This design comes from an exercise in tuning for small area and a short achievable clock period on the open sky130 flow, not from production work. No functional check of the RTL was part of any run shown here. No driver is modelled on the clock port, so clocking that relies on it looks cheaper here than on a real chip.

--- design/flow/design.v ---
module prng (
    input logic [31:0] seed,
    output logic [31:0] rand_num,
    input logic clk,
    input logic rst
);
    logic [31:0] state;
    wire [30:0] x = state[30:0];
    wire [30:0] xn = ~state[30:0];
    wire [30:0] nxt;
    wire s0; wire c0;
    assign s0 = 1'b1 ^ x[2] ^ xn[0];
    assign c0 = (1'b1 & x[2]) | (1'b1 & xn[0]) | (x[2] & xn[0]);
    wire s1; wire c1;
    assign s1 = 1'b1 ^ x[3] ^ xn[1];
    assign c1 = (1'b1 & x[3]) | (1'b1 & xn[1]) | (x[3] & xn[1]);
    wire s2; wire c2;
    fa u2 (.a(x[4]), .b(xn[2]), .c(xn[0]), .s(s2), .co(c2));
    wire s3; wire c3;
    fa u3 (.a(x[5]), .b(xn[3]), .c(xn[1]), .s(s3), .co(c3));
    wire s4; wire c4;
    assign s4 = 1'b0 ^ x[4] ^ x[2];
    assign c4 = (1'b0 & x[4]) | (1'b0 & x[2]) | (x[4] & x[2]);
    wire s5; wire c5;
    fa u5 (.a(x[6]), .b(c3), .c(~s4), .s(s5), .co(c5));
    wire s6; wire c6;
    fa u6 (.a(x[7]), .b(xn[5]), .c(xn[3]), .s(s6), .co(c6));
    wire s7; wire c7;
    fa u7 (.a(x[0]), .b(~c4), .c(s6), .s(s7), .co(c7));
    wire s8; wire c8;
    fa u8 (.a(x[8]), .b(xn[6]), .c(xn[4]), .s(s8), .co(c8));
    wire s9; wire c9;
    fa u9 (.a(x[1]), .b(c6), .c(s8), .s(s9), .co(c9));
    wire s10; wire c10;
    assign s10 = 1'b1 ^ x[9] ^ x[2];
    assign c10 = (1'b1 & x[9]) | (1'b1 & x[2]) | (x[9] & x[2]);
    wire s11; wire c11;
    fa u11 (.a(xn[7]), .b(xn[5]), .c(xn[0]), .s(s11), .co(c11));
    wire s12; wire c12;
    fa u12 (.a(c8), .b(s10), .c(s11), .s(s12), .co(c12));
    wire s13; wire c13;
    fa u13 (.a(xn[8]), .b(xn[6]), .c(xn[1]), .s(s13), .co(c13));
    wire s14; wire c14;
    fa u14 (.a(x[10]), .b(x[3]), .c(c10), .s(s14), .co(c14));
    wire s15; wire c15;
    fa u15 (.a(c11), .b(s13), .c(c12), .s(s15), .co(c15));
    wire s16; wire c16;
    fa u16 (.a(xn[9]), .b(xn[7]), .c(xn[2]), .s(s16), .co(c16));
    wire s17; wire c17;
    fa u17 (.a(x[11]), .b(x[4]), .c(c13), .s(s17), .co(c17));
    wire s18; wire c18;
    fa u18 (.a(s16), .b(c14), .c(s17), .s(s18), .co(c18));
    wire s19; wire c19;
    assign s19 = 1'b1 ^ x[12] ^ x[5];
    assign c19 = (1'b1 & x[12]) | (1'b1 & x[5]) | (x[12] & x[5]);
    wire s20; wire c20;
    fa u20 (.a(xn[10]), .b(xn[8]), .c(xn[3]), .s(s20), .co(c20));
    wire s21; wire c21;
    fa u21 (.a(x[0]), .b(c16), .c(s19), .s(s21), .co(c21));
    wire s22; wire c22;
    fa u22 (.a(s20), .b(c17), .c(s21), .s(s22), .co(c22));
    wire s23; wire c23;
    assign s23 = 1'b1 ^ x[13] ^ x[6];
    assign c23 = (1'b1 & x[13]) | (1'b1 & x[6]) | (x[13] & x[6]);
    wire s24; wire c24;
    fa u24 (.a(xn[11]), .b(xn[9]), .c(xn[4]), .s(s24), .co(c24));
    wire s25; wire c25;
    fa u25 (.a(x[1]), .b(c19), .c(c20), .s(s25), .co(c25));
    wire s26; wire c26;
    fa u26 (.a(s23), .b(s24), .c(c21), .s(s26), .co(c26));
    wire s27; wire c27;
    fa u27 (.a(s25), .b(c22), .c(s26), .s(s27), .co(c27));
    wire s28; wire c28;
    fa u28 (.a(x[14]), .b(x[7]), .c(x[2]), .s(s28), .co(c28));
    wire s29; wire c29;
    fa u29 (.a(xn[12]), .b(xn[10]), .c(xn[5]), .s(s29), .co(c29));
    wire s30; wire c30;
    fa u30 (.a(x[0]), .b(c23), .c(c24), .s(s30), .co(c30));
    wire s31; wire c31;
    fa u31 (.a(s28), .b(s29), .c(c25), .s(s31), .co(c31));
    wire s32; wire c32;
    fa u32 (.a(s30), .b(c26), .c(s31), .s(s32), .co(c32));
    wire s33; wire c33;
    fa u33 (.a(x[15]), .b(x[8]), .c(x[3]), .s(s33), .co(c33));
    wire s34; wire c34;
    fa u34 (.a(xn[13]), .b(xn[11]), .c(xn[6]), .s(s34), .co(c34));
    wire s35; wire c35;
    fa u35 (.a(x[1]), .b(c28), .c(c29), .s(s35), .co(c35));
    wire s36; wire c36;
    fa u36 (.a(s33), .b(s34), .c(c30), .s(s36), .co(c36));
    wire s37; wire c37;
    fa u37 (.a(s35), .b(c31), .c(s36), .s(s37), .co(c37));
    wire s38; wire c38;
    fa u38 (.a(xn[14]), .b(xn[12]), .c(xn[7]), .s(s38), .co(c38));
    wire s39; wire c39;
    fa u39 (.a(x[9]), .b(x[4]), .c(x[2]), .s(s39), .co(c39));
    wire s40; wire c40;
    fa u40 (.a(x[16]), .b(c33), .c(c34), .s(s40), .co(c40));
    wire s41; wire c41;
    fa u41 (.a(s38), .b(s39), .c(c35), .s(s41), .co(c41));
    wire s42; wire c42;
    fa u42 (.a(s40), .b(c36), .c(s41), .s(s42), .co(c42));
    wire s43; wire c43;
    assign s43 = 1'b0 ^ x[15] ^ x[13];
    assign c43 = (1'b0 & x[15]) | (1'b0 & x[13]) | (x[15] & x[13]);
    wire s44; wire c44;
    fa u44 (.a(x[10]), .b(x[5]), .c(x[3]), .s(s44), .co(c44));
    wire s45; wire c45;
    fa u45 (.a(xn[8]), .b(xn[0]), .c(x[17]), .s(s45), .co(c45));
    wire s46; wire c46;
    fa u46 (.a(c38), .b(c39), .c(~s43), .s(s46), .co(c46));
    wire s47; wire c47;
    fa u47 (.a(s44), .b(s45), .c(c40), .s(s47), .co(c47));
    wire s48; wire c48;
    fa u48 (.a(s46), .b(c41), .c(s47), .s(s48), .co(c48));
    wire s49; wire c49;
    fa u49 (.a(xn[14]), .b(xn[9]), .c(xn[1]), .s(s49), .co(c49));
    wire s50; wire c50;
    fa u50 (.a(x[11]), .b(x[6]), .c(x[4]), .s(s50), .co(c50));
    wire s51; wire c51;
    fa u51 (.a(xn[16]), .b(~c43), .c(c44), .s(s51), .co(c51));
    wire s52; wire c52;
    fa u52 (.a(x[18]), .b(s49), .c(s50), .s(s52), .co(c52));
    wire s53; wire c53;
    fa u53 (.a(c45), .b(c46), .c(s51), .s(s53), .co(c53));
    wire s54; wire c54;
    fa u54 (.a(s52), .b(c47), .c(s53), .s(s54), .co(c54));
    wire s55; wire c55;
    fa u55 (.a(xn[15]), .b(xn[10]), .c(xn[2]), .s(s55), .co(c55));
    wire s56; wire c56;
    fa u56 (.a(x[12]), .b(x[7]), .c(x[5]), .s(s56), .co(c56));
    wire s57; wire c57;
    fa u57 (.a(x[0]), .b(xn[17]), .c(x[19]), .s(s57), .co(c57));
    wire s58; wire c58;
    fa u58 (.a(c49), .b(c50), .c(s55), .s(s58), .co(c58));
    wire s59; wire c59;
    fa u59 (.a(s56), .b(s57), .c(c51), .s(s59), .co(c59));
    wire s60; wire c60;
    fa u60 (.a(c52), .b(s58), .c(c53), .s(s60), .co(c60));
    wire s61; wire c61;
    fa u61 (.a(s59), .b(c54), .c(s60), .s(s61), .co(c61));
    wire s62; wire c62;
    fa u62 (.a(x[13]), .b(x[8]), .c(x[6]), .s(s62), .co(c62));
    wire s63; wire c63;
    fa u63 (.a(xn[11]), .b(xn[3]), .c(x[1]), .s(s63), .co(c63));
    wire s64; wire c64;
    fa u64 (.a(xn[16]), .b(xn[18]), .c(c55), .s(s64), .co(c64));
    wire s65; wire c65;
    fa u65 (.a(c56), .b(x[20]), .c(s62), .s(s65), .co(c65));
    wire s66; wire c66;
    fa u66 (.a(s63), .b(c57), .c(c58), .s(s66), .co(c66));
    wire s67; wire c67;
    fa u67 (.a(s64), .b(s65), .c(c59), .s(s67), .co(c67));
    wire s68; wire c68;
    fa u68 (.a(s66), .b(s67), .c(c60), .s(s68), .co(c68));
    wire s69; wire c69;
    fa u69 (.a(x[14]), .b(x[9]), .c(x[7]), .s(s69), .co(c69));
    wire s70; wire c70;
    fa u70 (.a(xn[12]), .b(xn[4]), .c(x[2]), .s(s70), .co(c70));
    wire s71; wire c71;
    fa u71 (.a(xn[17]), .b(xn[19]), .c(c62), .s(s71), .co(c71));
    wire s72; wire c72;
    fa u72 (.a(c63), .b(s69), .c(s70), .s(s72), .co(c72));
    wire s73; wire c73;
    fa u73 (.a(x[21]), .b(c64), .c(c65), .s(s73), .co(c73));
    wire s74; wire c74;
    fa u74 (.a(s71), .b(s72), .c(c66), .s(s74), .co(c74));
    wire s75; wire c75;
    fa u75 (.a(s73), .b(c67), .c(s74), .s(s75), .co(c75));
    wire s76; wire c76;
    assign s76 = 1'b1 ^ x[15] ^ x[10];
    assign c76 = (1'b1 & x[15]) | (1'b1 & x[10]) | (x[15] & x[10]);
    wire s77; wire c77;
    fa u77 (.a(xn[13]), .b(xn[5]), .c(xn[0]), .s(s77), .co(c77));
    wire s78; wire c78;
    fa u78 (.a(x[8]), .b(x[3]), .c(xn[18]), .s(s78), .co(c78));
    wire s79; wire c79;
    fa u79 (.a(c69), .b(c70), .c(xn[20]), .s(s79), .co(c79));
    wire s80; wire c80;
    fa u80 (.a(s76), .b(s77), .c(x[22]), .s(s80), .co(c80));
    wire s81; wire c81;
    fa u81 (.a(s78), .b(c71), .c(c72), .s(s81), .co(c81));
    wire s82; wire c82;
    fa u82 (.a(s79), .b(s80), .c(c73), .s(s82), .co(c82));
    wire s83; wire c83;
    fa u83 (.a(s81), .b(c74), .c(s82), .s(s83), .co(c83));
    wire s84; wire c84;
    fa u84 (.a(xn[14]), .b(xn[6]), .c(xn[1]), .s(s84), .co(c84));
    wire s85; wire c85;
    fa u85 (.a(x[11]), .b(x[9]), .c(x[4]), .s(s85), .co(c85));
    wire s86; wire c86;
    fa u86 (.a(x[16]), .b(c76), .c(c77), .s(s86), .co(c86));
    wire s87; wire c87;
    fa u87 (.a(xn[19]), .b(s84), .c(s85), .s(s87), .co(c87));
    wire s88; wire c88;
    fa u88 (.a(xn[21]), .b(c78), .c(x[23]), .s(s88), .co(c88));
    wire s89; wire c89;
    fa u89 (.a(c79), .b(s86), .c(s87), .s(s89), .co(c89));
    wire s90; wire c90;
    fa u90 (.a(c80), .b(s88), .c(c81), .s(s90), .co(c90));
    wire s91; wire c91;
    fa u91 (.a(s89), .b(c82), .c(s90), .s(s91), .co(c91));
    wire s92; wire c92;
    fa u92 (.a(xn[15]), .b(xn[7]), .c(xn[2]), .s(s92), .co(c92));
    wire s93; wire c93;
    fa u93 (.a(x[12]), .b(x[10]), .c(x[5]), .s(s93), .co(c93));
    wire s94; wire c94;
    fa u94 (.a(x[17]), .b(c84), .c(c85), .s(s94), .co(c94));
    wire s95; wire c95;
    fa u95 (.a(xn[20]), .b(s92), .c(s93), .s(s95), .co(c95));
    wire s96; wire c96;
    fa u96 (.a(xn[22]), .b(x[24]), .c(c86), .s(s96), .co(c96));
    wire s97; wire c97;
    fa u97 (.a(c87), .b(s94), .c(s95), .s(s97), .co(c97));
    wire s98; wire c98;
    fa u98 (.a(c88), .b(s96), .c(c89), .s(s98), .co(c98));
    wire s99; wire c99;
    fa u99 (.a(s97), .b(c90), .c(s98), .s(s99), .co(c99));
    wire s100; wire c100;
    fa u100 (.a(x[13]), .b(x[11]), .c(x[6]), .s(s100), .co(c100));
    wire s101; wire c101;
    fa u101 (.a(xn[8]), .b(xn[3]), .c(x[0]), .s(s101), .co(c101));
    wire s102; wire c102;
    fa u102 (.a(xn[16]), .b(c92), .c(c93), .s(s102), .co(c102));
    wire s103; wire c103;
    fa u103 (.a(x[18]), .b(s100), .c(s101), .s(s103), .co(c103));
    wire s104; wire c104;
    fa u104 (.a(xn[21]), .b(xn[23]), .c(c94), .s(s104), .co(c104));
    wire s105; wire c105;
    fa u105 (.a(x[25]), .b(c95), .c(s102), .s(s105), .co(c105));
    wire s106; wire c106;
    fa u106 (.a(s103), .b(c96), .c(s104), .s(s106), .co(c106));
    wire s107; wire c107;
    fa u107 (.a(c97), .b(s105), .c(c98), .s(s107), .co(c107));
    wire s108; wire c108;
    fa u108 (.a(s106), .b(c99), .c(s107), .s(s108), .co(c108));
    wire s109; wire c109;
    fa u109 (.a(x[14]), .b(x[12]), .c(x[7]), .s(s109), .co(c109));
    wire s110; wire c110;
    fa u110 (.a(xn[9]), .b(xn[4]), .c(x[1]), .s(s110), .co(c110));
    wire s111; wire c111;
    fa u111 (.a(xn[17]), .b(c100), .c(c101), .s(s111), .co(c111));
    wire s112; wire c112;
    fa u112 (.a(x[19]), .b(s109), .c(s110), .s(s112), .co(c112));
    wire s113; wire c113;
    fa u113 (.a(xn[22]), .b(xn[24]), .c(c102), .s(s113), .co(c113));
    wire s114; wire c114;
    fa u114 (.a(c103), .b(s111), .c(x[26]), .s(s114), .co(c114));
    wire s115; wire c115;
    fa u115 (.a(s112), .b(c104), .c(c105), .s(s115), .co(c115));
    wire s116; wire c116;
    fa u116 (.a(s113), .b(s114), .c(c106), .s(s116), .co(c116));
    wire s117; wire c117;
    fa u117 (.a(s115), .b(c107), .c(s116), .s(s117), .co(c117));
    wire s118; wire c118;
    fa u118 (.a(x[15]), .b(x[13]), .c(x[8]), .s(s118), .co(c118));
    wire s119; wire c119;
    fa u119 (.a(xn[10]), .b(xn[5]), .c(x[2]), .s(s119), .co(c119));
    wire s120; wire c120;
    fa u120 (.a(xn[18]), .b(c109), .c(c110), .s(s120), .co(c120));
    wire s121; wire c121;
    fa u121 (.a(x[20]), .b(s118), .c(s119), .s(s121), .co(c121));
    wire s122; wire c122;
    fa u122 (.a(xn[23]), .b(c111), .c(xn[25]), .s(s122), .co(c122));
    wire s123; wire c123;
    fa u123 (.a(c112), .b(s120), .c(s121), .s(s123), .co(c123));
    wire s124; wire c124;
    fa u124 (.a(x[27]), .b(c113), .c(s122), .s(s124), .co(c124));
    wire s125; wire c125;
    fa u125 (.a(c114), .b(s123), .c(c115), .s(s125), .co(c125));
    wire s126; wire c126;
    fa u126 (.a(s124), .b(c116), .c(s125), .s(s126), .co(c126));
    wire s127; wire c127;
    fa u127 (.a(x[14]), .b(x[9]), .c(x[3]), .s(s127), .co(c127));
    wire s128; wire c128;
    fa u128 (.a(xn[11]), .b(xn[6]), .c(x[16]), .s(s128), .co(c128));
    wire s129; wire c129;
    fa u129 (.a(xn[19]), .b(c118), .c(c119), .s(s129), .co(c129));
    wire s130; wire c130;
    fa u130 (.a(s127), .b(x[21]), .c(s128), .s(s130), .co(c130));
    wire s131; wire c131;
    fa u131 (.a(xn[24]), .b(c120), .c(c121), .s(s131), .co(c131));
    wire s132; wire c132;
    fa u132 (.a(s129), .b(xn[26]), .c(s130), .s(s132), .co(c132));
    wire s133; wire c133;
    fa u133 (.a(x[28]), .b(c122), .c(c123), .s(s133), .co(c133));
    wire s134; wire c134;
    fa u134 (.a(s131), .b(s132), .c(c124), .s(s134), .co(c134));
    wire s135; wire c135;
    fa u135 (.a(s133), .b(c125), .c(s134), .s(s135), .co(c135));
    wire s136; wire c136;
    fa u136 (.a(x[15]), .b(x[10]), .c(x[4]), .s(s136), .co(c136));
    wire s137; wire c137;
    fa u137 (.a(xn[12]), .b(xn[7]), .c(x[17]), .s(s137), .co(c137));
    wire s138; wire c138;
    fa u138 (.a(c127), .b(xn[20]), .c(s136), .s(s138), .co(c138));
    wire s139; wire c139;
    fa u139 (.a(c128), .b(x[22]), .c(s137), .s(s139), .co(c139));
    wire s140; wire c140;
    fa u140 (.a(c129), .b(xn[25]), .c(s138), .s(s140), .co(c140));
    wire s141; wire c141;
    fa u141 (.a(c130), .b(xn[27]), .c(s139), .s(s141), .co(c141));
    wire s142; wire c142;
    fa u142 (.a(x[29]), .b(c131), .c(s140), .s(s142), .co(c142));
    wire s143; wire c143;
    fa u143 (.a(c132), .b(s141), .c(c133), .s(s143), .co(c143));
    wire s144; wire c144;
    fa u144 (.a(s142), .b(c134), .c(s143), .s(s144), .co(c144));
    wire s145;
    assign s145 = x[11] ^ x[5] ^ x[0];
    wire s146;
    assign s146 = xn[13] ^ xn[8] ^ x[16];
    wire s147;
    assign s147 = x[18] ^ c136 ^ s145;
    wire s148;
    assign s148 = xn[21] ^ s146 ^ c137;
    wire s149;
    assign s149 = x[23] ^ c138 ^ xn[26];
    wire s150;
    assign s150 = s147 ^ c139 ^ s148;
    wire s151;
    assign s151 = xn[28] ^ x[30] ^ c140;
    wire s152;
    assign s152 = s149 ^ c141 ^ s150;
    wire s153;
    assign s153 = c142 ^ s151 ^ s152;
    wire s154;
    assign s154 = c143 ^ s153 ^ c144;
    wire [30:0] ra, rb;
    assign ra[0] = x[0];
    assign rb[0] = 1'b1;
    assign ra[1] = x[1];
    assign rb[1] = 1'b0;
    assign ra[2] = s0;
    assign rb[2] = 1'b0;
    assign ra[3] = c0;
    assign rb[3] = s1;
    assign ra[4] = c1;
    assign rb[4] = s2;
    assign ra[5] = c2;
    assign rb[5] = s3;
    assign ra[6] = s5;
    assign rb[6] = 1'b0;
    assign ra[7] = c5;
    assign rb[7] = s7;
    assign ra[8] = c7;
    assign rb[8] = s9;
    assign ra[9] = c9;
    assign rb[9] = s12;
    assign ra[10] = s14;
    assign rb[10] = s15;
    assign ra[11] = c15;
    assign rb[11] = s18;
    assign ra[12] = c18;
    assign rb[12] = s22;
    assign ra[13] = s27;
    assign rb[13] = 1'b0;
    assign ra[14] = c27;
    assign rb[14] = s32;
    assign ra[15] = c32;
    assign rb[15] = s37;
    assign ra[16] = c37;
    assign rb[16] = s42;
    assign ra[17] = c42;
    assign rb[17] = s48;
    assign ra[18] = c48;
    assign rb[18] = s54;
    assign ra[19] = s61;
    assign rb[19] = 1'b0;
    assign ra[20] = c61;
    assign rb[20] = s68;
    assign ra[21] = c68;
    assign rb[21] = s75;
    assign ra[22] = c75;
    assign rb[22] = s83;
    assign ra[23] = c83;
    assign rb[23] = s91;
    assign ra[24] = c91;
    assign rb[24] = s99;
    assign ra[25] = s108;
    assign rb[25] = 1'b0;
    assign ra[26] = c108;
    assign rb[26] = s117;
    assign ra[27] = c117;
    assign rb[27] = s126;
    assign ra[28] = c126;
    assign rb[28] = s135;
    assign ra[29] = c135;
    assign rb[29] = s144;
    assign ra[30] = s154;
    assign rb[30] = 1'b0;
    wire [30:0] g0 = ra & rb;
    wire [30:0] p0 = ra ^ rb;
    wire gg1 = g0[1] | (p0[1] & g0[0]);
    wire gg2 = g0[2] | (p0[2] & gg1);
    wire gg3 = g0[3] | (p0[3] & g0[2]);
    wire pp3 = p0[3] & p0[2];
    wire gg4 = gg3 | (pp3 & gg1);
    wire gg5 = g0[4] | (p0[4] & g0[3]);
    wire pp5 = p0[4] & p0[3];
    wire gg6 = gg5 | (pp5 & gg2);
    wire gg7 = g0[5] | (p0[5] & g0[4]);
    wire pp7 = p0[5] & p0[4];
    wire gg8 = gg7 | (pp7 & g0[3]);
    wire pp8 = pp7 & p0[3];
    wire gg9 = gg8 | (pp8 & gg2);
    wire gg10 = g0[6] | (p0[6] & gg9);
    wire gg11 = g0[7] | (p0[7] & g0[6]);
    wire pp11 = p0[7] & p0[6];
    wire gg12 = gg11 | (pp11 & gg9);
    wire gg13 = g0[8] | (p0[8] & g0[7]);
    wire pp13 = p0[8] & p0[7];
    wire gg14 = gg13 | (pp13 & gg10);
    wire gg15 = g0[9] | (p0[9] & g0[8]);
    wire pp15 = p0[9] & p0[8];
    wire gg16 = gg15 | (pp15 & gg11);
    wire pp16 = pp15 & pp11;
    wire gg17 = gg16 | (pp16 & gg9);
    wire gg18 = g0[10] | (p0[10] & gg15);
    wire pp18 = p0[10] & pp15;
    wire gg19 = gg18 | (pp18 & gg12);
    wire gg20 = g0[11] | (p0[11] & g0[10]);
    wire pp20 = p0[11] & p0[10];
    wire gg21 = gg20 | (pp20 & gg17);
    wire gg22 = g0[12] | (p0[12] & gg20);
    wire pp22 = p0[12] & pp20;
    wire gg23 = gg22 | (pp22 & gg17);
    wire gg24 = g0[13] | (p0[13] & gg23);
    wire gg25 = g0[14] | (p0[14] & g0[13]);
    wire pp25 = p0[14] & p0[13];
    wire gg26 = gg25 | (pp25 & gg23);
    wire gg27 = g0[15] | (p0[15] & g0[14]);
    wire pp27 = p0[15] & p0[14];
    wire gg28 = gg27 | (pp27 & g0[13]);
    wire pp28 = pp27 & p0[13];
    wire gg29 = gg28 | (pp28 & gg23);
    wire gg30 = g0[16] | (p0[16] & g0[15]);
    wire pp30 = p0[16] & p0[15];
    wire gg31 = gg30 | (pp30 & g0[14]);
    wire pp31 = pp30 & p0[14];
    wire gg32 = gg31 | (pp31 & gg24);
    wire gg33 = g0[17] | (p0[17] & g0[16]);
    wire pp33 = p0[17] & p0[16];
    wire gg34 = gg33 | (pp33 & gg27);
    wire pp34 = pp33 & pp27;
    wire gg35 = gg34 | (pp34 & gg24);
    wire gg36 = g0[18] | (p0[18] & g0[17]);
    wire pp36 = p0[18] & p0[17];
    wire gg37 = gg36 | (pp36 & gg30);
    wire pp37 = pp36 & pp30;
    wire gg38 = gg37 | (pp37 & gg26);
    wire gg39 = g0[18] | (p0[18] & gg33);
    wire pp39 = p0[18] & pp33;
    wire gg40 = g0[19] | (p0[19] & gg39);
    wire pp40 = p0[19] & pp39;
    wire gg41 = gg40 | (pp40 & gg29);
    wire gg42 = g0[20] | (p0[20] & g0[19]);
    wire pp42 = p0[20] & p0[19];
    wire gg43 = gg42 | (pp42 & gg38);
    wire gg44 = g0[21] | (p0[21] & g0[20]);
    wire pp44 = p0[21] & p0[20];
    wire gg45 = gg44 | (pp44 & gg40);
    wire pp45 = pp44 & pp40;
    wire gg46 = gg45 | (pp45 & gg29);
    wire gg47 = g0[22] | (p0[22] & g0[21]);
    wire pp47 = p0[22] & p0[21];
    wire gg48 = gg47 | (pp47 & gg42);
    wire pp48 = pp47 & pp42;
    wire gg49 = gg48 | (pp48 & gg38);
    wire gg50 = g0[23] | (p0[23] & g0[22]);
    wire pp50 = p0[23] & p0[22];
    wire gg51 = gg50 | (pp50 & gg44);
    wire pp51 = pp50 & pp44;
    wire gg52 = gg51 | (pp51 & gg41);
    wire gg53 = g0[24] | (p0[24] & g0[23]);
    wire pp53 = p0[24] & p0[23];
    wire gg54 = gg53 | (pp53 & gg47);
    wire pp54 = pp53 & pp47;
    wire gg55 = gg54 | (pp54 & gg43);
    wire gg56 = g0[24] | (p0[24] & gg50);
    wire pp56 = p0[24] & pp50;
    wire gg57 = g0[25] | (p0[25] & gg56);
    wire pp57 = p0[25] & pp56;
    wire gg58 = gg57 | (pp57 & gg46);
    wire gg59 = g0[26] | (p0[26] & g0[25]);
    wire pp59 = p0[26] & p0[25];
    wire gg60 = gg59 | (pp59 & gg55);
    wire gg61 = g0[27] | (p0[27] & g0[26]);
    wire pp61 = p0[27] & p0[26];
    wire gg62 = gg61 | (pp61 & g0[25]);
    wire pp62 = pp61 & p0[25];
    wire gg63 = gg62 | (pp62 & gg55);
    wire gg64 = g0[28] | (p0[28] & g0[27]);
    wire pp64 = p0[28] & p0[27];
    wire gg65 = gg64 | (pp64 & gg59);
    wire pp65 = pp64 & pp59;
    wire gg66 = gg65 | (pp65 & gg55);
    wire gg67 = g0[29] | (p0[29] & g0[28]);
    wire pp67 = p0[29] & p0[28];
    wire gg68 = gg67 | (pp67 & gg61);
    wire pp68 = pp67 & pp61;
    wire gg69 = gg68 | (pp68 & gg58);
    wire gg70 = g0[29] | (p0[29] & gg64);
    wire pp70 = p0[29] & pp64;
    wire gg71 = g0[30] | (p0[30] & gg70);
    wire pp71 = p0[30] & pp70;
    wire gg72 = gg71 | (pp71 & gg60);
    assign nxt[0] = p0[0];
    assign nxt[1] = p0[1] ^ g0[0];
    assign nxt[2] = p0[2] ^ gg1;
    assign nxt[3] = p0[3] ^ gg2;
    assign nxt[4] = p0[4] ^ gg4;
    assign nxt[5] = p0[5] ^ gg6;
    assign nxt[6] = p0[6] ^ gg9;
    assign nxt[7] = p0[7] ^ gg10;
    assign nxt[8] = p0[8] ^ gg12;
    assign nxt[9] = p0[9] ^ gg14;
    assign nxt[10] = p0[10] ^ gg17;
    assign nxt[11] = p0[11] ^ gg19;
    assign nxt[12] = p0[12] ^ gg21;
    assign nxt[13] = p0[13] ^ gg23;
    assign nxt[14] = p0[14] ^ gg24;
    assign nxt[15] = p0[15] ^ gg26;
    assign nxt[16] = p0[16] ^ gg29;
    assign nxt[17] = p0[17] ^ gg32;
    assign nxt[18] = p0[18] ^ gg35;
    assign nxt[19] = p0[19] ^ gg38;
    assign nxt[20] = p0[20] ^ gg41;
    assign nxt[21] = p0[21] ^ gg43;
    assign nxt[22] = p0[22] ^ gg46;
    assign nxt[23] = p0[23] ^ gg49;
    assign nxt[24] = p0[24] ^ gg52;
    assign nxt[25] = p0[25] ^ gg55;
    assign nxt[26] = p0[26] ^ gg58;
    assign nxt[27] = p0[27] ^ gg60;
    assign nxt[28] = p0[28] ^ gg63;
    assign nxt[29] = p0[29] ^ gg66;
    assign nxt[30] = p0[30] ^ gg69;
    always_ff @(posedge clk) begin
        if (rst) begin
            state <= seed;
        end else begin
            state <= {1'b0, nxt};
        end
        rand_num <= state;
    end
endmodule
module fa (
    input  logic a,
    input  logic b,
    input  logic c,
    output logic s,
    output logic co
);
    assign s = a ^ b ^ c;
    assign co = (a & b) | (a & c) | (b & c);
endmodule
--- design/flow/flow/run.sh ---
#!/bin/bash
# Standard layout with two changes: the smallest buffer on each port, and
# useful clock skew between registers after clock tree synthesis (skew.tcl).
export BUFFER_PORTS_ARGS="-buffer_cell sky130_fd_sc_hd__buf_1"
export POST_CTS_TCL="$PWD/flow/skew.tcl"
export SKIP_CTS_REPAIR_TIMING=1
bash standard.sh > standard.log 2>&1
--- design/flow/flow/skew.py ---
#!/usr/bin/env python3
"""Plan a later clock arrival for registers (useful skew).

usage: skew.py PATHS PERIOD

PATHS holds lines "kind from to slack" as skew.tcl writes them. A delay D[r]
(>= 0) on register r's clock changes a register-to-register path s->e by
D[s] - D[e]. The plan finds the smallest period T such that:
  setup   (PERIOD - slack) + D[s] - D[e] <= T      for register pairs
  hold    slack + D[s] - D[e] >= HOLD_MARGIN
  output  (PERIOD - slack) + D[s] <= T            (the skew may only hurt)
  input   (PERIOD - slack) <= T                   (no gain from the skew)
  D[r] <= DMAX
and prints, for each register that needs a delay, a chain of delay cells.
"""
import sys

DMAX = 1.2
HOLD_MARGIN = 0.2
LEVEL_COST = 0.15
# cells and the delay each adds in front of one register's clock pin (ns)
CELLS = [
    ('sky130_fd_sc_hd__clkbuf_1', 0.09, 3.75),
    ('sky130_fd_sc_hd__dlygate4sd1_1', 0.20, 8.76),
    ('sky130_fd_sc_hd__clkdlybuf4s50_1', 0.46, 10.01),
]

path_file, period = sys.argv[1], float(sys.argv[2])
setup, hold, outp, inp, inhold = {}, {}, {}, {}, {}
regs = set()
for line in open(path_file):
    f = line.split()
    if len(f) != 4:
        continue
    kind, s, e, sl = f[0], f[1], f[2], float(f[3])
    if kind == 'max':
        setup[(s, e)] = min(setup.get((s, e), 1e9), sl)
        regs.update((s, e))
    elif kind == 'min':
        hold[(s, e)] = min(hold.get((s, e), 1e9), sl)
        regs.update((s, e))
    elif kind == 'outmax':
        outp[s] = min(outp.get(s, 1e9), sl)
        regs.add(s)
    elif kind == 'inmax':
        inp[e] = min(inp.get(e, 1e9), sl)
        regs.add(e)
    elif kind == 'inmin':
        inhold[e] = min(inhold.get(e, 1e9), sl)
        regs.add(e)
regs = sorted(regs)
idx = {r: i + 1 for i, r in enumerate(regs)}


def solve(T):
    # difference constraints x[b] >= x[a] + w as edges (a, b, w); longest path
    edges = []
    for r in regs:
        ub = DMAX
        if r in inhold:
            ub = min(ub, max(0.0, inhold[r] - HOLD_MARGIN))
        if r in outp:
            ub = min(ub, T - (period - outp[r]))
        if ub < 0:
            return None
        edges.append((0, idx[r], 0.0))
        edges.append((idx[r], 0, -ub))
    for (s, e), sl in setup.items():
        d = period - sl
        if s == e:
            if d > T:
                return None
            continue
        edges.append((idx[s], idx[e], d - T))
    for (s, e), sl in hold.items():
        if s == e:
            continue
        # D[e] - D[s] <= sl - margin
        edges.append((idx[e], idx[s], -max(0.0, sl - HOLD_MARGIN)))
    for e, sl in inp.items():
        if period - sl > T:
            return None
    n = len(regs) + 1
    x = [0.0] + [-1e18] * (n - 1)
    for it in range(n + 1):
        changed = False
        for a, b, w in edges:
            if x[a] > -1e17 and x[a] + w > x[b] + 1e-9:
                x[b] = x[a] + w
                changed = True
        if not changed:
            return {r: x[idx[r]] for r in regs}
        if x[0] > 1e-9:
            return None
    return None


t0 = max([period - sl for sl in setup.values()] + [period - sl for sl in inp.values()]
         + [period - sl for sl in outp.values()])
lo, hi = 0.0, t0
if solve(hi) is None:
    print(f'# no skew plan (T0 {t0:.3f})')
    sys.exit(0)
for _ in range(40):
    m = (lo + hi) / 2
    if solve(m) is None:
        lo = m
    else:
        hi = m
T = hi
D = solve(T)
print(f'# period without skew {t0:.3f}, with skew {T:.3f}')


CELL_D = {c[0]: c[1] for c in CELLS}


def chain(delta):
    # fewest-area chain of cells whose delay is closest to delta
    best = None
    for a in range(0, 4):
        for b in range(0, 4):
            for c in range(0, 4):
                if a + b + c == 0 or a + b + c > 4:
                    continue
                n = (a, b, c)
                d = sum(k * cell[1] for k, cell in zip(n, CELLS))
                area = sum(k * cell[2] for k, cell in zip(n, CELLS))
                cost = abs(d - delta) + 0.004 * area
                if best is None or cost < best[0]:
                    best = (cost, n)
    out = []
    for k, cell in zip(best[1], CELLS):
        out += [cell[0]] * k
    return out


# Shared delays: the registers are put on a few levels; level k is reached
# through a cascade of delay stages, each stage driving the registers of its
# level and the next stage.
need = sorted((D[r], r) for r in regs if D[r] >= 0.06)
if not need:
    sys.exit(0)
vals = [v for v, _ in need]


def levels_for(k):
    # 1-D k-means on the wanted delays
    cent = [vals[int((i + 0.5) * len(vals) / k)] for i in range(k)]
    for _ in range(50):
        groups = [[] for _ in cent]
        for v in vals:
            groups[min(range(k), key=lambda i: abs(v - cent[i]))].append(v)
        cent = [sum(g) / len(g) if g else c for g, c in zip(groups, cent)]
    err = sum(min(abs(v - c) for c in cent) for v in vals)
    return sorted(cent), err


best = None
for k in range(1, 7):
    cent, err = levels_for(k)
    cost = err + LEVEL_COST * k
    if best is None or cost < best[0]:
        best = (cost, cent)
cent = best[1]
prev = 0.0
real = 0.0
lev_of = {r: min(range(len(cent)), key=lambda i: abs(v - cent[i])) + 1 for v, r in need}
for k, c in enumerate(cent, 1):
    # each stage ends in a stronger buffer that drives its registers and the
    # next stage
    nload = sum(1 for r in lev_of if lev_of[r] == k) + (1 if k < len(cent) else 0)
    driver = ('sky130_fd_sc_hd__clkbuf_8', 0.12) if nload > 3 else ('sky130_fd_sc_hd__clkbuf_4', 0.12)
    rest = c - real - driver[1]
    cells = chain(rest) if rest > 0.05 else []
    cells.append(driver[0])
    real += sum(CELL_D.get(x, driver[1]) for x in cells)
    print('stage', k, f'{c:.3f}', ' '.join(cells))
for v, r in need:
    print('level', r, lev_of[r], f'{v:.3f}')
--- design/flow/flow/skew.tcl ---
# Useful clock skew between registers, run after clock tree synthesis
# (POST_CTS_TCL). It measures the worst setup and hold slack of every
# register-to-register path, and the worst slack of every path from an input
# and to an output, then asks skew.py for a later clock arrival for each
# register that shortens the period set by the register-to-register paths.
# Paths from the inputs and to the outputs get no gain from it: an input path
# must meet that period without the skew, and an output path must meet it with
# the skew. The delays are made by clock buffers put in front of the
# registers' clock pins.

set skew_dir [file dirname [file normalize [info script]]]
set work_dir [file dirname $skew_dir]
set_propagated_clock [all_clocks]
estimate_parasitics -placement

set regs [all_registers -cells]
set clkpin [dict create]
set dpin [dict create]
set cellof [dict create]
foreach r $regs {
  set n [get_full_name $r]
  dict set cellof $n $r
  foreach p [get_pins -of_objects $r] {
    set pn [get_property $p lib_pin_name]
    if { $pn == "CLK" } { dict set clkpin $n $p }
    if { $pn == "D" } { dict set dpin $n $p }
  }
}

set f [open $work_dir/skew_paths.txt w]
foreach r $regs {
  set n [get_full_name $r]
  set cp [dict get $clkpin $n]
  foreach {kind pd} {max max min min} {
    set paths [find_timing_paths -from $cp -path_delay $pd \
      -group_path_count 10000 -endpoint_path_count 1 -unique_paths_to_endpoint]
    foreach p $paths {
      set ep [get_property $p endpoint]
      set epn [get_full_name $ep]
      if { [get_property $ep direction] == "output" } {
        puts $f "out$kind $n - [get_property $p slack]"
      } else {
        set einst [get_full_name [get_cells -of_objects $ep]]
        puts $f "$kind $n $einst [get_property $p slack]"
      }
    }
  }
  set dp [dict get $dpin $n]
  foreach {kind pd} {inmax max inmin min} {
    set paths [find_timing_paths -from [all_inputs] -to $dp -path_delay $pd]
    foreach p $paths {
      puts $f "$kind - $n [get_property $p slack]"
    }
  }
}
close $f

set period [get_property [lindex [all_clocks] 0] period]
exec python3 $skew_dir/skew.py $work_dir/skew_paths.txt $period > $work_dir/skew_plan.txt
puts "skew plan:"
puts [exec cat $work_dir/skew_plan.txt]

set block [ord::get_db_block]
set stages {}
set level [dict create]
foreach line [split [exec cat $work_dir/skew_plan.txt] "\n"] {
  if { [lindex $line 0] == "stage" } { lappend stages [lrange $line 3 end] }
  if { [lindex $line 0] == "level" } { dict set level [lindex $line 1] [lindex $line 2] }
}
set nbuf 0
set drv_net ""
set k 0
foreach cells $stages {
  incr k
  set pins {}
  set sx 0
  set sy 0
  set np 0
  dict for {n lv} $level {
    if { $lv >= $k } {
      lappend pins [dict get $clkpin $n]
      set loc [[sta::sta_to_db_inst [dict get $cellof $n]] getLocation]
      set sx [expr { $sx + [lindex $loc 0] }]
      set sy [expr { $sy + [lindex $loc 1] }]
      incr np
    }
  }
  if { $np == 0 } { break }
  set xy [list [ord::dbu_to_microns [expr { $sx / $np }]] [ord::dbu_to_microns [expr { $sy / $np }]]]
  foreach cell $cells {
    if { $drv_net == "" } {
      set net [get_nets -of_objects [lindex $pins end]]
      insert_buffer -buffer_cell $cell -net $net -load_pins $pins -load_pins_on_diff_nets \
        -location $xy -buffer_name skewbuf_$nbuf -net_name skewnet_$nbuf
    } else {
      insert_buffer -buffer_cell $cell -net $drv_net -load_pins $pins \
        -location $xy -buffer_name skewbuf_$nbuf -net_name skewnet_$nbuf
    }
    set drv_net [get_nets skewnet_$nbuf]
    set bnet [$block findNet skewnet_$nbuf]
    if { $bnet ne "NULL" && $bnet ne "" } { $bnet setSigType CLOCK }
    incr nbuf
  }
}
puts "skew buffers inserted: $nbuf"

detailed_placement
check_placement -verbose
estimate_parasitics -placement
report_worst_slack -max
report_worst_slack -min
--- design/flow/standard.sh ---
#!/bin/bash
# synth_recipe.tcl (not shown) runs the flow's synth.tcl, then flattens the netlist and writes it again
# the make line also repeats each setting of config.mk as NAME=value (left out here)
make -C /OpenROAD-flow-scripts/flow DESIGN_CONFIG=/design/flow/config.mk WORK_HOME=/design/flow/orfs CLKGATE_MAP_FILE= SYNTH_SCRIPT=/design/flow/synth_recipe.tcl "${@:-finish}"
--- design/flow/config.mk ---
export PLATFORM = sky130hd
export DESIGN_NAME = prng
export DESIGN_NICKNAME = prng
export VERILOG_FILES = /design/flow/design.v
export SDC_FILE = /design/flow/constraint.sdc
export NUM_CORES = 4
export LEC_CHECK = 0
export CAP_MARGIN = 20
export CORE_MARGIN = 2
export CORE_UTILIZATION = 50
export CTS_BUF_LIST = sky130_fd_sc_hd__clkbuf_4 sky130_fd_sc_hd__clkbuf_8
export SETUP_SLACK_MARGIN = 3.0
export SLEW_MARGIN = 20
export SYNTH_HIERARCHICAL = 1
--- design/flow/constraint.sdc ---
create_clock -name core_clock -period 7.0 [get_ports {clk}]
set_input_delay 1.4000 -clock core_clock [delete_from_list [all_inputs] [get_ports {clk}]]
set_output_delay 1.4000 -clock core_clock [all_outputs]
set_load 0.01 [all_outputs]
==> summary.txt, run 1 <==
Starting Density=50.67%; pin count of the biggest net entering global routing=58; hold_sp=state[13]$_DFF_P_; crit start category=flip-flop; Sequential Area=1346 µm²; first-pass GRT wire length=26,030 µm; die width=113.9 µm; worst-margin pin slew=0.6678 ns; Via density=5.708; Clk pin slew, worst setup/hold paths=0.09 ns; fin nets=787; Worst Path Max Fanout=9; max-slew violations=0; Worst Hold Class=reg -> reg; Final Skew=1.246 ns; CTS tree=built; GRT Total Usage=28.37%; hold slack=0.01346 ns; initial antenna violation count=0; Final Cell Area=7079 µm²; Yosys reg bits=64; share of cells above drive strength 1=17.58%; synth unique cells=51; Total Wirelength=16,860 µm; area taken by multi-input logic gates=4683 µm²; die footprint=12,970 µm²; post-route minimum period=3.847 ns; outcome=complete, no violations; commonest non-fill, non-tap cells in the layout=127 x fa_1, 64 x buf_1, 46 x dfxtp_1, 40 x inv_1; Crit. End Element=flip-flop; TNS Setup=0 ns; post-synthesis cell area=6036 µm²; final worst path period share=54.96%; Synth Instances=493; Final HPWL DP=13,710 µm; Area growth syn-to-layout=17.29%; CTS sink cnt=64; DR pass1 iterations=4; Post-synth ARST share=0%; final setup violating endpoints=0; Yosys warning count=7; DRT iter0 DRCs=299; top_reg_cell synth=dfxtp_1; unrepaired setup endpoints after global routing=yes; Hold Vio Cnt, Final=0; Ant. Diodes=0; Synthesized Nets=699; critical path class=reg -> reg; worst-skew pair later-pin latency=1.60 ns; R2R Setup Slk=3.15 ns; total congestion overflow=0; Die H=113.9 µm; # Max-Cap Violations=0; sequential share of the synthesized area=21.23%; vias in the first global route=4,407; most common cell after layout, fill and taps aside=fa_1; Critical Path RT=7.66 ns; Slew HR=55.18%; antenna viol nets, final=0; Placed Area=6634 µm²; fmax=0.2599 GHz; routed wire length per instance=23.00 µm; CP Launch Point=state[4]$_DFF_P_; CP Data Arrival Time=4.51 ns; GPL Wtd Cong=1.012; IO Port Bufs=65; Core ar.=11,910 µm²; IO Pins=66; Crit Reg-Reg Startpoint=state[4]$_DFF_P_; row count=40; vias=4,184; Mean Syn Cell Area=12.24 µm²; DRC=0; Post-synth EDFFs=0; fillcell total=996
## synthesized netlist by cell type (all sizes together), types with 5 or more instances
| master | count | area (µm²) |
|---|---|---|
| a211oi | 7 | 52.55 |
| a21o | 5 | 37.54 |
| a21oi | 17 | 85.08 |
| and2 | 5 | 31.28 |
| clkbuf | 7 | 26.28 |
| dfxtp | 64 | 1281 |
| fa | 137 | 2743 |
| ha | 35 | 437.9 |
| inv | 56 | 210.2 |
| mux2 | 6 | 71.31 |
| nand2 | 28 | 105.1 |
| nand3 | 9 | 45.04 |
| nor2 | 12 | 45.04 |
| o21ai | 19 | 95.09 |
| o31ai | 7 | 52.55 |
| xnor2 | 18 | 157.7 |
| xor2 | 7 | 61.31 |
## metrics by stage
step / utilization (%) / setup WS (ns) / cells
3_5_place_dp: 55.69 / 2.114 / 699
5_1_grt: 59.43 / 2.900 / 733
3_3_place_gp: 55.69 / 2.148 / 699
2_1_floorplan: - / 2.586 / 493
6_report: 59.43 / 3.153 / 733
## cells by family after synthesis
family          count (synthesis)  synth area share, %
buf+inv                        63                3.918
mux                             6                1.181
flops                          64                21.23
xor+xnor                       29                5.141
fa+ha+maj                     172                52.69
simple gates                   75                6.095
compound gates                 84                9.743
## final timing paths
check / to / cells past startpoint
max: state[20]$_DFF_P_ / 11
min reg2reg: state[30]$_DFF_P_ / 5
max reg2reg: state[20]$_DFF_P_ / 11
min: state[30]$_DFF_P_ / 5
## modules after synthesis, one instance, submodules excluded
module | cells | copies in the design | area [µm²] | flops+latches
fa | 1 | 137 | 20.02 | 0
prng | 356 | 1 | 3293 | 64
## layer usage
layer  vias to the layer above  share of wire [%]  track usage (%)
met1                      2127                 43            41.29
met5                         -                  0                0
met2                       189                 44            38.96
li1                       1843                  -                -
met3                        25                 10            11.32
met4                         0                2.2            9.431
## critical path, cell delays in order, from the launching register on
cell and delay (ns):
dfxtp_4 0.48, inv_2 0.13, fa_1 0.40, fa_1 0.40
fa_1 0.52, fa_1 0.44, ha_1 0.41, a21oi_2 0.12
o211ai_1 0.37, nor2_1 0.14, or4_1 0.49, a31oi_1 0.22
## cell type report, without the clock buffers
cell class	instances	area share, %
clock inverters	7	1.767
flip-flops and latches	64	19.02
well taps	147	2.598
multi-input cells	366	66.15
inverters	56	3.040
repair buffers	76	4.631
## registers in the layout (all words and copies together) (netlist names)
register	cells
rand_num	32
state	32
==> run 2, diff against run 1 <==
--- a/design/flow/design.v
+++ b/design/flow/design.v
@@ -144,13 +144,13 @@
     wire s63; wire c63;
     fa u63 (.a(xn[11]), .b(xn[3]), .c(x[1]), .s(s63), .co(c63));
     wire s64; wire c64;
-    fa u64 (.a(xn[16]), .b(xn[18]), .c(c55), .s(s64), .co(c64));
+    fa u64 (.a(xn[16]), .b(xn[18]), .c(x[20]), .s(s64), .co(c64));
     wire s65; wire c65;
-    fa u65 (.a(c56), .b(x[20]), .c(s62), .s(s65), .co(c65));
+    fa u65 (.a(c55), .b(c56), .c(s62), .s(s65), .co(c65));
     wire s66; wire c66;
-    fa u66 (.a(s63), .b(c57), .c(c58), .s(s66), .co(c66));
+    fa u66 (.a(s63), .b(c57), .c(s64), .s(s66), .co(c66));
     wire s67; wire c67;
-    fa u67 (.a(s64), .b(s65), .c(c59), .s(s67), .co(c67));
+    fa u67 (.a(c58), .b(s65), .c(c59), .s(s67), .co(c67));
     wire s68; wire c68;
     fa u68 (.a(s66), .b(s67), .c(c60), .s(s68), .co(c68));
     wire s69; wire c69;
@@ -160,9 +160,9 @@
     wire s71; wire c71;
     fa u71 (.a(xn[17]), .b(xn[19]), .c(c62), .s(s71), .co(c71));
     wire s72; wire c72;
-    fa u72 (.a(c63), .b(s69), .c(s70), .s(s72), .co(c72));
+    fa u72 (.a(c63), .b(x[21]), .c(s69), .s(s72), .co(c72));
     wire s73; wire c73;
-    fa u73 (.a(x[21]), .b(c64), .c(c65), .s(s73), .co(c73));
+    fa u73 (.a(s70), .b(c64), .c(c65), .s(s73), .co(c73));
     wire s74; wire c74;
     fa u74 (.a(s71), .b(s72), .c(c66), .s(s74), .co(c74));
     wire s75; wire c75;
@@ -175,7 +175,7 @@
     wire s78; wire c78;
     fa u78 (.a(x[8]), .b(x[3]), .c(xn[18]), .s(s78), .co(c78));
     wire s79; wire c79;
-    fa u79 (.a(c69), .b(c70), .c(xn[20]), .s(s79), .co(c79));
+    fa u79 (.a(xn[20]), .b(c69), .c(c70), .s(s79), .co(c79));
     wire s80; wire c80;
     fa u80 (.a(s76), .b(s77), .c(x[22]), .s(s80), .co(c80));
     wire s81; wire c81;
@@ -191,13 +191,13 @@
     wire s86; wire c86;
     fa u86 (.a(x[16]), .b(c76), .c(c77), .s(s86), .co(c86));
     wire s87; wire c87;
-    fa u87 (.a(xn[19]), .b(s84), .c(s85), .s(s87), .co(c87));
+    fa u87 (.a(xn[19]), .b(xn[21]), .c(s84), .s(s87), .co(c87));
     wire s88; wire c88;
-    fa u88 (.a(xn[21]), .b(c78), .c(x[23]), .s(s88), .co(c88));
+    fa u88 (.a(s85), .b(x[23]), .c(c78), .s(s88), .co(c88));
     wire s89; wire c89;
-    fa u89 (.a(c79), .b(s86), .c(s87), .s(s89), .co(c89));
+    fa u89 (.a(c79), .b(s86), .c(c80), .s(s89), .co(c89));
     wire s90; wire c90;
-    fa u90 (.a(c80), .b(s88), .c(c81), .s(s90), .co(c90));
+    fa u90 (.a(s87), .b(s88), .c(c81), .s(s90), .co(c90));
     wire s91; wire c91;
     fa u91 (.a(s89), .b(c82), .c(s90), .s(s91), .co(c91));
     wire s92; wire c92;
@@ -225,15 +225,15 @@
     wire s103; wire c103;
     fa u103 (.a(x[18]), .b(s100), .c(s101), .s(s103), .co(c103));
     wire s104; wire c104;
-    fa u104 (.a(xn[21]), .b(xn[23]), .c(c94), .s(s104), .co(c104));
+    fa u104 (.a(xn[21]), .b(xn[23]), .c(x[25]), .s(s104), .co(c104));
     wire s105; wire c105;
-    fa u105 (.a(x[25]), .b(c95), .c(s102), .s(s105), .co(c105));
+    fa u105 (.a(c94), .b(c95), .c(s102), .s(s105), .co(c105));
     wire s106; wire c106;
     fa u106 (.a(s103), .b(c96), .c(s104), .s(s106), .co(c106));
     wire s107; wire c107;
-    fa u107 (.a(c97), .b(s105), .c(c98), .s(s107), .co(c107));
+    fa u107 (.a(c97), .b(s105), .c(s106), .s(s107), .co(c107));
     wire s108; wire c108;
-    fa u108 (.a(s106), .b(c99), .c(s107), .s(s108), .co(c108));
+    fa u108 (.a(c98), .b(s107), .c(c99), .s(s108), .co(c108));
     wire s109; wire c109;
     fa u109 (.a(x[14]), .b(x[12]), .c(x[7]), .s(s109), .co(c109));
     wire s110; wire c110;
@@ -245,7 +245,7 @@
     wire s113; wire c113;
     fa u113 (.a(xn[22]), .b(xn[24]), .c(c102), .s(s113), .co(c113));
     wire s114; wire c114;
-    fa u114 (.a(c103), .b(s111), .c(x[26]), .s(s114), .co(c114));
+    fa u114 (.a(x[26]), .b(c103), .c(s111), .s(s114), .co(c114));
     wire s115; wire c115;
     fa u115 (.a(s112), .b(c104), .c(c105), .s(s115), .co(c115));
     wire s116; wire c116;
@@ -261,13 +261,13 @@
     wire s121; wire c121;
     fa u121 (.a(x[20]), .b(s118), .c(s119), .s(s121), .co(c121));
     wire s122; wire c122;
-    fa u122 (.a(xn[23]), .b(c111), .c(xn[25]), .s(s122), .co(c122));
+    fa u122 (.a(xn[23]), .b(xn[25]), .c(c111), .s(s122), .co(c122));
     wire s123; wire c123;
-    fa u123 (.a(c112), .b(s120), .c(s121), .s(s123), .co(c123));
+    fa u123 (.a(c112), .b(s120), .c(x[27]), .s(s123), .co(c123));
     wire s124; wire c124;
-    fa u124 (.a(x[27]), .b(c113), .c(s122), .s(s124), .co(c124));
+    fa u124 (.a(s121), .b(c113), .c(c114), .s(s124), .co(c124));
     wire s125; wire c125;
-    fa u125 (.a(c114), .b(s123), .c(c115), .s(s125), .co(c125));
+    fa u125 (.a(s122), .b(s123), .c(c115), .s(s125), .co(c125));
     wire s126; wire c126;
     fa u126 (.a(s124), .b(c116), .c(s125), .s(s126), .co(c126));
     wire s127; wire c127;
@@ -277,15 +277,15 @@
     wire s129; wire c129;
     fa u129 (.a(xn[19]), .b(c118), .c(c119), .s(s129), .co(c129));
     wire s130; wire c130;
-    fa u130 (.a(s127), .b(x[21]), .c(s128), .s(s130), .co(c130));
+    fa u130 (.a(x[21]), .b(s127), .c(s128), .s(s130), .co(c130));
     wire s131; wire c131;
-    fa u131 (.a(xn[24]), .b(c120), .c(c121), .s(s131), .co(c131));
+    fa u131 (.a(xn[24]), .b(c120), .c(xn[26]), .s(s131), .co(c131));
     wire s132; wire c132;
-    fa u132 (.a(s129), .b(xn[26]), .c(s130), .s(s132), .co(c132));
+    fa u132 (.a(c121), .b(s129), .c(x[28]), .s(s132), .co(c132));
     wire s133; wire c133;
-    fa u133 (.a(x[28]), .b(c122), .c(c123), .s(s133), .co(c133));
+    fa u133 (.a(s130), .b(c122), .c(s131), .s(s133), .co(c133));
     wire s134; wire c134;
-    fa u134 (.a(s131), .b(s132), .c(c124), .s(s134), .co(c134));
+    fa u134 (.a(c123), .b(s132), .c(c124), .s(s134), .co(c134));
     wire s135; wire c135;
     fa u135 (.a(s133), .b(c125), .c(s134), .s(s135), .co(c135));
     wire s136; wire c136;
@@ -293,15 +293,15 @@
     wire s137; wire c137;
     fa u137 (.a(xn[12]), .b(xn[7]), .c(x[17]), .s(s137), .co(c137));
     wire s138; wire c138;
-    fa u138 (.a(c127), .b(xn[20]), .c(s136), .s(s138), .co(c138));
+    fa u138 (.a(xn[20]), .b(c127), .c(s136), .s(s138), .co(c138));
     wire s139; wire c139;
     fa u139 (.a(c128), .b(x[22]), .c(s137), .s(s139), .co(c139));
     wire s140; wire c140;
-    fa u140 (.a(c129), .b(xn[25]), .c(s138), .s(s140), .co(c140));
+    fa u140 (.a(xn[25]), .b(c129), .c(xn[27]), .s(s140), .co(c140));
     wire s141; wire c141;
-    fa u141 (.a(c130), .b(xn[27]), .c(s139), .s(s141), .co(c141));
+    fa u141 (.a(s138), .b(c130), .c(x[29]), .s(s141), .co(c141));
     wire s142; wire c142;
-    fa u142 (.a(x[29]), .b(c131), .c(s140), .s(s142), .co(c142));
+    fa u142 (.a(s139), .b(c131), .c(s140), .s(s142), .co(c142));
     wire s143; wire c143;
     fa u143 (.a(c132), .b(s141), .c(c133), .s(s143), .co(c143));
     wire s144; wire c144;
@@ -311,15 +311,15 @@
     wire s146;
     assign s146 = xn[13] ^ xn[8] ^ x[16];
     wire s147;
-    assign s147 = x[18] ^ c136 ^ s145;
+    assign s147 = x[18] ^ c136 ^ xn[21];
     wire s148;
-    assign s148 = xn[21] ^ s146 ^ c137;
+    assign s148 = s145 ^ s146 ^ c137;
     wire s149;
-    assign s149 = x[23] ^ c138 ^ xn[26];
+    assign s149 = x[23] ^ xn[26] ^ c138;
     wire s150;
-    assign s150 = s147 ^ c139 ^ s148;
+    assign s150 = s147 ^ xn[28] ^ c139;
     wire s151;
-    assign s151 = xn[28] ^ x[30] ^ c140;
+    assign s151 = s148 ^ x[30] ^ c140;
     wire s152;
     assign s152 = s149 ^ c141 ^ s150;
     wire s153;
@@ -459,9 +459,9 @@
     wire gg43 = gg42 | (pp42 & gg38);
     wire gg44 = g0[21] | (p0[21] & g0[20]);
     wire pp44 = p0[21] & p0[20];
-    wire gg45 = gg44 | (pp44 & gg40);
-    wire pp45 = pp44 & pp40;
-    wire gg46 = gg45 | (pp45 & gg29);
+    wire gg45 = gg44 | (pp44 & g0[19]);
+    wire pp45 = pp44 & p0[19];
+    wire gg46 = gg45 | (pp45 & gg38);
     wire gg47 = g0[22] | (p0[22] & g0[21]);
     wire pp47 = p0[22] & p0[21];
     wire gg48 = gg47 | (pp47 & gg42);
--- a/design/flow/flow/skew.py
+++ b/design/flow/flow/skew.py
@@ -15,8 +15,8 @@
 """
 import sys
 
-DMAX = 1.2
-HOLD_MARGIN = 0.2
+DMAX = 1.5
+HOLD_MARGIN = 0.0
 LEVEL_COST = 0.15
 # cells and the delay each adds in front of one register's clock pin (ns)
 CELLS = [
--- a/design/flow/config.mk
+++ b/design/flow/config.mk
@@ -9,6 +9,7 @@
 export CORE_MARGIN = 2
 export CORE_UTILIZATION = 50
 export CTS_BUF_LIST = sky130_fd_sc_hd__clkbuf_4 sky130_fd_sc_hd__clkbuf_8
-export SETUP_SLACK_MARGIN = 3.0
+export HOLD_SLACK_MARGIN = 0.1
+export SETUP_SLACK_MARGIN = 3.3
 export SLEW_MARGIN = 20
 export SYNTH_HIERARCHICAL = 1
==> summary.txt, run 2 <==
outcome=complete, no violations (unchanged); CTS sink cnt=64 (unchanged); post-route minimum period=3.565 ns (was 3.847 ns); Critical Path RT=7.23 ns (was 7.66 ns); fin nets=788 (was 787); fillcell total=981 (was 996); initial antenna violation count=0 (unchanged); CP Launch Point=state[10]$_DFF_P_ (was state[4]$_DFF_P_); hold_sp=seed[27] (was state[13]$_DFF_P_); critical path class=reg -> reg (unchanged); final setup violating endpoints=0 (unchanged); Yosys warning count=7 (unchanged); top_reg_cell synth=dfxtp_1 (unchanged); Setup WS pre-CTS=2.303 ns (was 2.114 ns); TNS Setup=0 ns (unchanged); GPL Wtd Cong=0.8982 (was 1.012); most common cell after layout, fill and taps aside=fa_1 (unchanged); post-synthesis cell area=5844 µm² (was 6036 µm²); unrepaired setup endpoints after global routing=no (was yes); critical-path cell list=inv_4 -> fa_2 -> fa_2 -> fa_1 -> fa_1 -> ha_1 -> and2_4 -> nor4b_2 -> a221oi_2 -> buf_4 -> xor2_1 -> o21ai_0 (was inv_2 -> fa_1 -> fa_1 -> fa_1 -> fa_1 -> ha_1 -> a21oi_2 -> o211ai_1 -> nor2_1 -> or4_1 -> a31oi_1); CP Data Arrival Time=3.79 ns (was 4.51 ns); Worst Hold Class=in -> reg (was reg -> reg); CTS tree=built (unchanged); Post-synth EDFFs=0 (unchanged); row count=39 (was 40); Hold Vio Cnt, Final=0 (unchanged); DRT iter0 DRCs=175 (was 299); Crit Reg-Reg Startpoint=state[10]$_DFF_P_ (was state[4]$_DFF_P_); vias=3,781 (was 4,184); worst-margin pin slew=0.5647 ns (was 0.6678 ns); Crit. End Element=flip-flop (unchanged); DR pass1 iterations=4 (unchanged); top cell type's share of synthesized area=46.93% (was 45.44%); Die H=112.1 µm (was 113.9 µm); Clk pin slew, worst setup/hold paths=0.08 ns (was 0.09 ns); count leader, synth=fa_1 (unchanged); Final Skew=1.294 ns (was 1.246 ns); worst-case reg-to-reg path depth=12 (was 11); Area growth syn-to-layout=21.09% (was 17.29%); Final Core Density=61.98% (was 59.43%); routed wire length per instance=19.92 µm (was 23.00 µm); first-pass GRT wire length=22,980 µm (was 26,030 µm); Via density=5.179 (was 5.708); commonest non-fill, non-tap cells in the layout=117 x fa_1, 64 x buf_1, 42 x dfxtp_1, 37 x inv_1, 33 x nand2_1 (was 127 x fa_1, 64 x buf_1, 46 x dfxtp_1, 40 x inv_1); Worst Path Max Fanout=5 (was 9); Starting Density=51.18% (was 50.67%); Yosys top cell by area=fa_1 (unchanged); Total Wirelength=14,540 µm (was 16,860 µm); max-slew violations=0 (unchanged); Crit path largest cell delay=0.51 ns (was 0.52 ns); crit start category=flip-flop (unchanged); Final HPWL DP=11,460 µm (was 13,710 µm); Post-synth ARST share=0% (unchanged); Yosys reg bits=64 (unchanged); Mean Syn Cell Area=12.43 µm² (was 12.24 µm²); Ant. Diodes=0 (unchanged); Area contributors post-synth=fa_1 47%, dfxtp_1 22%, ha_1 7.5% (was fa_1 45%, dfxtp_1 21%, ha_1 7.3%); synth unique cells=37 (was 51); die width=112.1 µm (was 113.9 µm); final worst path period share=50.92% (was 54.96%); commonest cells in the netlist=137 x fa_1, 64 x dfxtp_1, 53 x inv_1, 35 x ha_1, 34 x nand2_1 (was 137 x fa_1, 64 x dfxtp_1, 56 x inv_1, 35 x ha_1, 28 x nand2_1); sequential share of the synthesized area=21.92% (was 21.23%); Slew HR=62.36% (was 55.18%); slowest CP cell=fa_1 (unchanged); total congestion overflow=0 (unchanged); Synth Instances=470 (was 493); worst hold stages=3 (was 5); DRC=0 (unchanged); Regs by FF count=rand_num x32, state x32 (unchanged); Synthesized Nets=676 (was 699); share of cells above drive strength 1=23.51% (was 17.58%); R2R Path End=state[15]$_DFF_P_ (was state[20]$_DFF_P_); R2R Setup Slk=3.44 ns (was 3.15 ns); hold slack=0.2606 ns (was 0.01346 ns); GRT Total Usage=25.07% (was 28.37%); worst setup margin=3.435 ns (was 3.153 ns); Hold EP=state[27]$_DFF_P_ (was state[30]$_DFF_P_); Core ar.=11,420 µm² (was 11,910 µm²); antenna viol nets, final=0 (unchanged); vias in the first global route=4,111 (was 4,407); die footprint=12,570 µm² (was 12,970 µm²); IO Port Bufs=65 (unchanged); worst-skew pair later-pin latency=1.65 ns (was 1.60 ns); IO Pins=66 (unchanged); fmax=0.2805 GHz (was 0.2599 GHz); pin count of the biggest net entering global routing=57 (was 58); # Max-Cap Violations=0 (unchanged)
run 2: kinds of logic (layout without fill, tap and decap cells):
kind of cell,Yosys count,after routing,share of synthesized area [%]
AOI/OAI and AO/OA,70,70,7.857
xor gates and xnor gates,43,43,6.444
adders and majority gates,172,172,54.42
buffers and inverters,59,176,3.789
DFF,64,64,21.92
muxes,7,7,1.327
and+or+nand+nor,55,55,4.239
run 2: critical path, delay by kind of cell, from the launching register on:
family	cells	cell delay, ns
buffers and inverters	2	0.23
DFF	1	0.38
xor gates and xnor gates	1	0.14
AOI/OAI and AO/OA	2	0.30
and+or+nand+nor	2	0.32
adders and majority gates	5	2.04
run 2: modules after synthesis (local to each module, per instance):
module  cells  flip-flops and latches  cell area, µm²
prng      333                      64            3102
fa          1                       0           20.02
run 2: worst max path at each step:
stage,endpoint,slack [ns],cells after the start
2_1_floorplan,state[30]$_DFF_P_,2.75,15
3_3_place_gp,state[30]$_DFF_P_,2.33,14
3_5_place_dp,state[30]$_DFF_P_,2.30,14
5_1_grt,state[21]$_DFF_P_,3.31,9
6_report,state[15]$_DFF_P_,3.44,12
run 2: metrics by stage:
step | cell area (µm²) | cells
floorplan | 6122 | 470
global placement | 6531 | 673
detailed placement | 6531 | 673
global route | 7077 | 730
finish | 7077 | 730
run 2: cell type report, without the clock buffers:
type / count / area, µm² / share of cell area (%)
Multi-Input combinational cell: 347 / 4542 / 64.18
Inverter: 53 / 222.7 / 3.147
Sequential cell: 64 / 1354 / 19.13
Timing Repair Buffer: 98 / 508.0 / 7.178
Clock inverter: 6 / 68.82 / 0.9724
Tap cell: 143 / 178.9 / 2.528
run 2: layer usage:
metal  share of wire (%)  GRT usage [%]  wire length (µm)  up-vias
met4                 1.3          6.098               186        0
met1                  48          37.18              6943     1937
met3                 4.5          5.994               659       11
met5                   0              0                 0        -
met2                  46          37.87              6750       93
li1                    -              -                 -     1740

-- separate check: timing with driven ports --
No port has a modelled driver above. Below, the same layouts with a new extraction and two added sets of constraints. Step 1 sets driving cells, clkbuf_16 on the clock port and buf_2 on the other inputs (assumed; they add their load-dependent delay and slew). Step 2, shift: input delay + t, output delay - t, t = (earliest + latest rising clock arrival at the registers) / 2. This alone moves slack from input paths to output paths. Three values: ideal ports, drivers, drivers and shift; two values: the first two.
| run | t (ns) | slack for setup (ns) | latest minus earliest clock arrival (ns) | worst data-port slew with drivers (ns) | cell pins on the clock port's net |
|---|---|---|---|---|---|
| run 1 | 1.013 | 3.153 / 3.153 / 3.153 | 1.252 / 1.252 | 0.04 | 1 |
| run 2 | 1.035 | 3.435 / 3.435 / 3.435 | 1.312 / 1.312 | 0.04 | 1 |
Clock arrivals are far apart in run 1 and run 2, so t is only a midpoint there and step 2 fits no single register.
